Source: an optimization exercise on an open RTL-to-GDS flow (aim: small area, a short achievable clock period and few clock cycles per item). Production flows keep margins and buffers that such runs may drop. Function was checked by simulation only, so behaviour that the tests miss may differ from the original. Power and IR drop assume default switching activity.

**config.mk**
```make
export PLATFORM = sky130hd
export DESIGN_NAME = Final
export DESIGN_NICKNAME = Final
export VERILOG_FILES = /design/flow/design.v
export SDC_FILE = /design/flow/constraint.sdc
export NUM_CORES = 4
export LEC_CHECK = 0
export CAP_MARGIN = 20
export CORE_MARGIN = 2
export CORE_UTILIZATION = 40
export SLEW_MARGIN = 20
```
**constraint.sdc**
```tcl
create_clock -name core_clock -period 10.0 [get_ports {clk}]
set_input_delay 2.0000 -clock core_clock [delete_from_list [all_inputs] [get_ports {clk}]]
set_output_delay 2.0000 -clock core_clock [all_outputs]
set_load 0.01 [all_outputs]
```
**design.v**
```verilog
module Final(
    rst_n,
    clk,
    in_valid,
    weight_valid,
    I,
    W,
	out_valid,
	OUT
);
    input rst_n;
    input clk;
    input in_valid;
    input weight_valid;
    input [127:0] I;
    input [127:0] W;
    output reg  out_valid;
    output reg [12:0] OUT;
    wire clk_gate_invalid;
  reg [9:0] cnt;
  reg [3:0] inputs [0:31];
  reg [3:0] weight [0:31];
   reg [7:0] mul_ans [0:3];
   reg [7:0] mul_ans1 [0:3];
   reg [7:0] mul_ans2 [0:3];
   reg [7:0] mul_ans3 [0:3];
   reg [7:0] mul_ans4 [0:3];
   reg [7:0] mul_ans5 [0:3];
   reg [7:0] mul_ans6 [0:3];
   reg [7:0] mul_ans7 [0:3];
   reg [8:0] add_ans1 [0:3];
   reg [8:0] add_ans2 [0:3];
   reg [8:0] add_ans3 [0:3];
   reg [8:0] add_ans4 [0:3];
   reg [9:0] add_ans5 [0:7];
   reg [10:0] add_ans6 [0:3];
   reg [11:0] add_ans7 [0:1];
   wire enable;
   reg flag;
always @(posedge clk or negedge rst_n) 
begin
  if(~rst_n)
    flag <= 0;
  else if(in_valid)
   flag <= 1;
  else if(out_valid)
   flag <= 0;
  else 
   flag <= flag; 
end
always @(posedge clk or negedge rst_n)  
  begin
    if(~rst_n)
      cnt <= 0;
    else if(in_valid)
      cnt <= 1;  
    else if (flag)
     cnt  <= cnt + 1;   
    else if(out_valid)
     cnt <= 0; 
    else 
     cnt <= cnt;
  end
  integer i,j;
  always @(posedge clk or negedge rst_n)  
  begin
    if (~rst_n)
    begin
     for ( i=0 ;i<32 ;i=i+1 ) 
      begin
        inputs [i] <= 0;  
      end
    end 
   else if (in_valid)
    begin
      inputs[0] <= I[127:124] ;  
      inputs[1] <= I[123:120] ;  
      inputs[2] <= I[119:116] ;  
      inputs[3] <= I[115:112] ;  
      inputs[4] <= I[111:108] ;  
      inputs[5] <= I[107:104] ;  
      inputs[6] <= I[103:100] ;  
      inputs[7] <= I[99:96] ;  
      inputs[8] <= I[95:92] ;  
      inputs[9] <= I[91:88] ;  
      inputs[10] <= I[87:84];  
      inputs[11] <= I[83:80];  
      inputs[12] <= I[79:76];  
      inputs[13] <= I[75:72];  
      inputs[14] <= I[71:68];  
      inputs[15] <= I[67:64];  
      inputs[16] <= I[63:60];  
      inputs[17] <= I[59:56];  
      inputs[18] <= I[55:52];  
      inputs[19] <= I[51:48];  
      inputs[20] <= I[47:44];  
      inputs[21] <= I[43:40];  
      inputs[22] <= I[39:36];  
      inputs[23] <= I[35:32];  
      inputs[24] <= I[31:28];  
      inputs[25] <= I[27:24];  
      inputs[26] <= I[23:20];  
      inputs[27] <= I[19:16];  
      inputs[28] <= I[15:12];  
      inputs[29] <= I[11:8];  
      inputs[30] <= I[7:4];  
      inputs[31] <= I[3:0];  
    end 
   else if (out_valid)
    begin
      for ( i=0 ;i<32 ;i=i+1 ) 
      begin
        inputs[i] <= 0;  
      end
    end 
   else 
   begin
    for ( i=0 ;i<32 ;i=i+1 ) 
    begin
      inputs[i] <= inputs[i] ; 
    end 
  end
   end
  always @(posedge clk or negedge rst_n)  
  begin
    if (~rst_n)
    begin
     for ( j=0 ;j<32 ;j=j+1 ) 
      begin
        weight[j] <= 0;  
      end
    end 
   else if(weight_valid)
    begin
      weight[0] <= W[127:124] ;  
      weight[1] <= W[123:120] ;  
      weight[2] <= W[119:116] ;  
      weight[3] <= W[115:112] ;  
      weight[4] <= W[111:108] ;  
      weight[5] <= W[107:104] ;  
      weight[6] <= W[103:100] ;  
      weight[7] <= W[99:96] ;  
      weight[8] <= W[95:92] ;  
      weight[9] <= W[91:88] ;  
      weight[10] <= W[87:84];  
      weight[11] <= W[83:80];  
      weight[12] <= W[79:76];  
      weight[13] <= W[75:72];  
      weight[14] <= W[71:68];  
      weight[15] <= W[67:64];  
      weight[16] <= W[63:60];  
      weight[17] <= W[59:56];  
      weight[18] <= W[55:52];  
      weight[19] <= W[51:48];  
      weight[20] <= W[47:44];  
      weight[21] <= W[43:40];  
      weight[22] <= W[39:36];  
      weight[23] <= W[35:32];  
      weight[24] <= W[31:28];  
      weight[25] <= W[27:24];  
      weight[26] <= W[23:20];  
      weight[27] <= W[19:16];  
      weight[28] <= W[15:12];  
      weight[29] <= W[11:8];  
      weight[30] <= W[7:4];  
      weight[31] <= W[3:0];  
    end 
  end
 always @(posedge clk or negedge rst_n) 
 begin
 if (~rst_n) 
  begin
  for ( i=0 ;i<3 ; i=i+1) 
   begin
      add_ans1[i]<=0;
      add_ans2[i]<=0;
      add_ans3[i]<=0;
      add_ans4[i]<=0;
   end
  end 
 else if (cnt==1) begin
  add_ans1[0] <= (inputs[0] *weight[0]) + (inputs[4] *weight[4]) ;
  add_ans1[1] <= (inputs[1] *weight[1]) + (inputs[5] *weight[5]) ;
  add_ans1[2] <= (inputs[2] *weight[2]) + (inputs[6] *weight[6]) ;
  add_ans1[3] <= (inputs[3] *weight[3]) + (inputs[7] *weight[7]) ;
  add_ans2[0] <= (inputs[8] *weight[8] ) + (inputs[12]*weight[12]) ;
  add_ans2[1] <= (inputs[9] *weight[9] ) + (inputs[13]*weight[13]) ;
  add_ans2[2] <= (inputs[10]*weight[10]) + (inputs[14]*weight[14]) ;
  add_ans2[3] <= (inputs[11]*weight[11]) + (inputs[15]*weight[15]) ;
  add_ans3[0] <= (inputs[16]*weight[16]) + (inputs[20]*weight[20]) ;
  add_ans3[1] <= (inputs[17]*weight[17]) + (inputs[21]*weight[21]) ;
  add_ans3[2] <= (inputs[18]*weight[18]) + (inputs[22]*weight[22]) ;
  add_ans3[3] <= (inputs[19]*weight[19]) + (inputs[23]*weight[23]) ;
  add_ans4[0] <= (inputs[24]*weight[24]) + (inputs[28]*weight[28]) ;
  add_ans4[1] <= (inputs[25]*weight[25]) + (inputs[29]*weight[29]) ;
  add_ans4[2] <= (inputs[26]*weight[26]) + (inputs[30]*weight[30]) ;
  add_ans4[3] <= (inputs[27]*weight[27]) + (inputs[31]*weight[31]) ;
  end
  else 
  begin
    for ( i=0 ;i<3 ;i=i+1 ) 
    begin
      add_ans1[i] <= add_ans1[i];
      add_ans2[i] <= add_ans2[i];
      add_ans3[i] <= add_ans3[i];
      add_ans4[i] <= add_ans4[i];
    end
  end
end
always @(posedge clk or negedge rst_n)  
 begin
  if (~rst_n) 
    begin
    for ( i=0 ;i<7 ; i=i+1) 
     begin
      add_ans5[i] <= 0;
     end
    end 
    else if (cnt==2) begin
      add_ans5[0] <= add_ans1[0] + add_ans2[0] ;
      add_ans5[1] <= add_ans1[1] + add_ans2[1] ;
      add_ans5[2] <= add_ans1[2] + add_ans2[2] ;
      add_ans5[3] <= add_ans1[3] + add_ans2[3] ;
      add_ans5[4] <= add_ans3[0] + add_ans4[0] ;
      add_ans5[5] <= add_ans3[1] + add_ans4[1] ;
      add_ans5[6] <= add_ans3[2] + add_ans4[2] ;
      add_ans5[7] <= add_ans3[3] + add_ans4[3] ;
    end
  else 
  begin
   for ( i=0 ;i<7 ;i=i+1 ) 
   begin
      add_ans5[i] <= add_ans5[i];
   end 
  end
 end
always @(posedge clk or negedge rst_n)  
 begin
  if (~rst_n) 
    begin
    for ( i=0 ;i<3 ; i=i+1) 
     begin
      add_ans6[i]<=0;
     end
    end 
   else if (cnt==3) begin
      add_ans6[0] <= add_ans5[0] + add_ans5[2] ;
      add_ans6[1] <= add_ans5[1] + add_ans5[3] ;
      add_ans6[2] <= add_ans5[4] + add_ans5[6] ;
      add_ans6[3] <= add_ans5[5] + add_ans5[7] ;
    end
 else 
  begin
   for ( i=0 ;i<3 ;i=i+1 ) 
   begin
      add_ans6[i]  <= add_ans6[i] ;
   end
  end
 end
always @(posedge clk or negedge rst_n)  
 begin
  if (~rst_n) 
    begin
    for ( i=0 ;i<2 ; i=i+1) 
     begin
      add_ans7[i]<=0;
     end
    end 
   else if (cnt==4) begin
      add_ans7[0] <= add_ans6[0] + add_ans6[1] ;
      add_ans7[1] <= add_ans6[2] + add_ans6[3] ;
    end
 else 
  begin
   for ( i=0 ;i<2 ;i=i+1 ) 
   begin
      add_ans7[i]  <= 0 ;
   end
  end
 end
  always @(posedge clk or negedge rst_n)
  begin
    if (~rst_n)
      out_valid <= 0;
    else if (cnt==5) 
      out_valid <=1;
    else
         out_valid <= 0;
  end
always @(posedge clk or negedge rst_n)
  begin
    if (~rst_n)
      OUT <= 0;
    else if(cnt==5)
       OUT <= add_ans7[0] + add_ans7[1]; 
    else 
        OUT <= 0;
  end
endmodule
```
**run.sh**
```bash
#!/bin/bash
# synth_recipe.tcl (not shown) runs the flow's synth.tcl, then flattens the netlist and writes it again
# the make line also repeats each setting of config.mk as NAME=value (left out here)
make -C /OpenROAD-flow-scripts/flow DESIGN_CONFIG=/design/flow/config.mk WORK_HOME=/design/flow/orfs CLKGATE_MAP_FILE= SYNTH_SCRIPT=/design/flow/synth_recipe.tcl finish
```
==> impl_metrics.csv <==
group,metric,value,unit
outcome,status,"timing/DRC/antenna clean",
cells_and_area,layout-drive-gt1-share,0.0707,
sta,period_needed,4.37,ns
floorplanning,start_util,0.403,
cells_and_area,fin_area,49900,um^2
cts,postCtsHoldBufs,0,
sta,drv_slew,0,
cells_and_area,layout_commonest_cell,"inv_1",
setup_path,crit_top_cell,"fa_1",
worst_hold_path,hp-class,"flip-flop to flip-flop",
global_route,antenna_found_initial,5,
sta,slew_headroom,0.334,
cts,cts-root-buf,"clkbuf_16",
setup_path,critPathMaxFanout,5,
synthesis,synth_area,43200,um^2
floorplanning,design.die.area,111000,um^2
power_and_ir_drop,clkPwrFrac,0.222,
synthesis,yosys_warnings,10,
setup_path,worstPathArrival,4.85,ns
sta,max_freq,0.229,GHz
drt,wl_per_cell,16.4,um
run,maxCapViolCount,0,
cells_and_area,regArea,14600,um^2
synthesis,syn-mean-instance-area,10.0,um^2
drt,wirelength,98.8,mm
floorplanning,io_pins,274,
setup_path,end_kind,"flip-flop",
drt,first_iter_violations,1335,
placed_design,dpl.cell_count,5883,
global_route,grtUsageTotal,0.184,
global_route,grt_max_degree,175,
setup_path,critical_path.max_stage_delay,0.55,ns
synthesis,synth_edf_count,57,
power_and_ir_drop,switchingPower,4.88,mW
drt,firstDrtPassIters,7,
cts,cts_sinks,573,
sta,fin_tns_setup,0,ns
floorplanning,die_w,333,um
cts,ctsResizeCount,0,
cells_and_area,multi_input_area,26000,um^2
drt,vias,29100,
placed_design,gp_congestion,0.847,
placed_design,port_buffers,273,
setup_path,crit_path_start_kind,"flip-flop",
synthesis,async_flop_share,0.901,
cells_and_area,stdcell_count,6013,
sta,rsz0062_at_grt,"false",
sta,tightestPinTransition,0.998,ns
drt,via_per_inst,4.85,
cts,tritoncts,"done",
global_route,grt_pass1_vias,30100,
synthesis,ys_seq_area_frac,0.339,
cts,clk_pin_slew_worst_paths,0.06,ns
placed_design,hpwl,76.9,mm
cells_and_area,postLayoutCoreUtil,0.466,
global_route,grt_pass1_wl,162,mm
drt,ant_nets,0,
floorplanning,rows,120,
drt,drc,0,
setup_path,worstSetupPathType,"flip-flop to flip-flop",
setup_path,slowest_stage,"fa_1",
synthesis,synth_flop_cell,"dfrtp_1",
setup_path,path_buf_inv,4,
power_and_ir_drop,p_leak,24.0,nW
cts,cts_buffers,71,
sta,timing.final.crit_share,0.437,
cells_and_area,num-fill-cells,10100,
placed_design,dpl_cell_area,47400,um^2
sta,hold_viol_final,0,
power_and_ir_drop,power_frac_seq,0.288,
setup_path,r2r_slack,5.63,ns
sta,clock_skew,0.0191,ns
cts,htreeDepth,3,
synthesis,syn_inst,4299,
power_and_ir_drop,p_sw_frac,0.399,
setup_path,worstPathCellList,"and2_1 -> fa_1 -> inv_1 -> fa_1 -> inv_1 -> fa_1 -> inv_1 -> fa_1 -> inv_1 -> fa_1 -> a21o_1 -> a21oi_1 -> o21bai_1 -> a21oi_1 -> xor2_1 -> o21ai_0",
floorplanning,die_y,333,um
cts,clock_latency,0.62,ns
setup_path,required,10.48,ns
cells_and_area,final_cell_mix,"inv_1, dfrtp_1, ha_1",
cts,cts_buffer_depth,3,
setup_path,critical-path-top-delay-family,"adder cells",
power_and_ir_drop,intPower,7.35,mW
synthesis,syn_nets,5348,
power_and_ir_drop,max-vdd-ir-drop,0.130,mV
cells_and_area,syn_to_final_growth,15.4,%
cells_and_area,layout.nets,5602,
sta,setup_viol,0,
power_and_ir_drop,power.density,245,nW/um^2
synthesis,ys_ff_latch,573,
power_and_ir_drop,combPwrFrac,0.491,
global_route,grt-ovfl-total,0,
floorplanning,core-area,107000,um^2
cts,post-cts-setup-buffers,0,
synthesis,ys_types,60,
## sequential cells by signal, indices dropped and copies added (netlist names), 10 cells and up
name and cells:
cnt 10, add_ans1 36, OUT 13, add_ans6 44
add_ans2 36, weight 128, add_ans7 24, inputs 128
add_ans3 36, add_ans5 80, add_ans4 36
## metrics by stage
step / hold slack, ns / worst slack (ns) / total power, mW
detailed placement: 0.470 / 5.60 / 9.58
finish: 0.482 / 5.63 / 12.2
CTS: 0.484 / 5.60 / 12.4
global route: 0.508 / 5.35 / 13.4
global placement: 0.468 / 5.57 / 9.48
floorplan: 0.450 / 5.83 / 7.91
## cell type report
cell class,count,share of cell area
Timing Repair Buffer,285,0.0575
Antenna cell,1,0.0000502
Inverter,583,0.0439
Clock inverter,35,0.00903
Clock buffer,94,0.0399
Sequential cell,573,0.293
Tap cell,1403,0.0352
Multi-Input combinational cell,3039,0.521
## worst reg2reg max path, delay by kind of cell, from the launching register on
kind | cells | cell delay (ns)
buf+inv | 4 | 0.23
fa+ha+maj | 5 | 2.53
xor+xnor | 1 | 0.15
compound gates | 5 | 0.73
simple gates | 1 | 0.19
flops | 1 | 0.42
## layer usage
layer / routed length (um) / track usage / vias to the layer above
li1: - / - / 14500
met1: 48200 / 0.261 / 14200
met2: 45300 / 0.297 / 378
met3: 3420 / 0.0230 / 102
met4: 1870 / 0.0448 / 0
met5: 0 / 0 / -
## path summary, 6_finish.rpt
path	from	end	depth (start not counted)
worst max register to register	inputs[22][3]	add_ans3[2][8]	16
worst max-delay path	inputs[22][3]	add_ans3[2][8]	16
max in group asynchronous	rst_n	add_ans2[1][6]	3
worst min-delay path	add_ans5[6][2]	add_ans5[6][2]	2
min in group asynchronous	rst_n	weight[18][1]	1
worst min register to register	add_ans5[6][2]	add_ans5[6][2]	2
## power groups by stage
stage          logic [mW]  clock network, mW  registers [mW]
2_1_floorplan        4.60                  0            3.31
6_report             6.00               2.71            3.52
3_3_place_gp         5.93                  0            3.55
3_5_place_dp         6.02                  0            3.56
4_1_cts              6.09               2.79            3.52
5_1_grt              6.92               2.88            3.60
## synthesized netlist by cell type, drive strengths merged, types with 2 or more instances
cell type / count / share of area
inv: 583 / 0.051
dfrtp: 516 / 0.30
ha: 486 / 0.14
nand2: 443 / 0.039
and2: 406 / 0.059
o21ai: 375 / 0.043
fa: 303 / 0.14
mux2: 180 / 0.050
nand2b: 154 / 0.022
a21oi: 114 / 0.013
nor2: 107 / 0.0093
clkbuf: 86 / 0.0075
xnor2: 86 / 0.017
xor2: 75 / 0.015
edfxtp: 57 / 0.040
a21o: 47 / 0.0082
o21bai: 41 / 0.0071
nor2b: 39 / 0.0056
nor3: 31 / 0.0036
o21a: 26 / 0.0045
a211oi: 22 / 0.0038
buf: 18 / 0.0028
nand3: 13 / 0.0015
o31ai: 13 / 0.0023
a31oi: 12 / 0.0017
o31a: 10 / 0.0020
a21boi: 6 / 0.0010
nand4: 5 / 0.00072
a41oi: 4 / 0.00081
o22ai: 4 / 0.00058
or3: 4 / 0.00058
a31o: 3 / 0.00061
and3: 3 / 0.00043
nor4: 3 / 0.00078
or2: 3 / 0.00043
a22o: 2 / 0.00041
a311oi: 2 / 0.00041
nor3b: 2 / 0.00035
o211a: 2 / 0.00046
## logic make-up after synthesis
group	after synthesis	synth area share
AO/OA/AOI/OAI	692	0.0924
XOR/XNOR	161	0.0326
adder cells (fa/ha/maj)	789	0.281
buffers and inverters	687	0.0609
flip-flops	573	0.339
multiplexers	181	0.0506
AND/OR/NAND/NOR	1216	0.144
Testbench counts, summed over its fixed seeds: cycles 19,200, items 3,200.

-- afterwards: timing with drivers on the ports --
How much do the figures lean on ideal ports? The routed layout below was timed once more, with nothing changed but the port constraints.
Step 1, drivers: a clkbuf_16 drives clk and a buf_2 each remaining input, both assumed.
Step 2 moves the port delays by t, midway between the first and last clock arrival at a register: inputs arrive t later, outputs are due t later. That takes back most of the time a late clock gives input paths.
Slacks: ideal ports / drivers / drivers and shift; pairs: ideal ports / drivers.
t, ns: 0.689
setup slack, ns: 5.626 / 5.626 / 5.626
worst setup path after step 2: register to register
After both steps this run still meets setup and hold. The setup slack of this run moves by 0.000 ns with the drivers and by 0.000 ns with both steps.
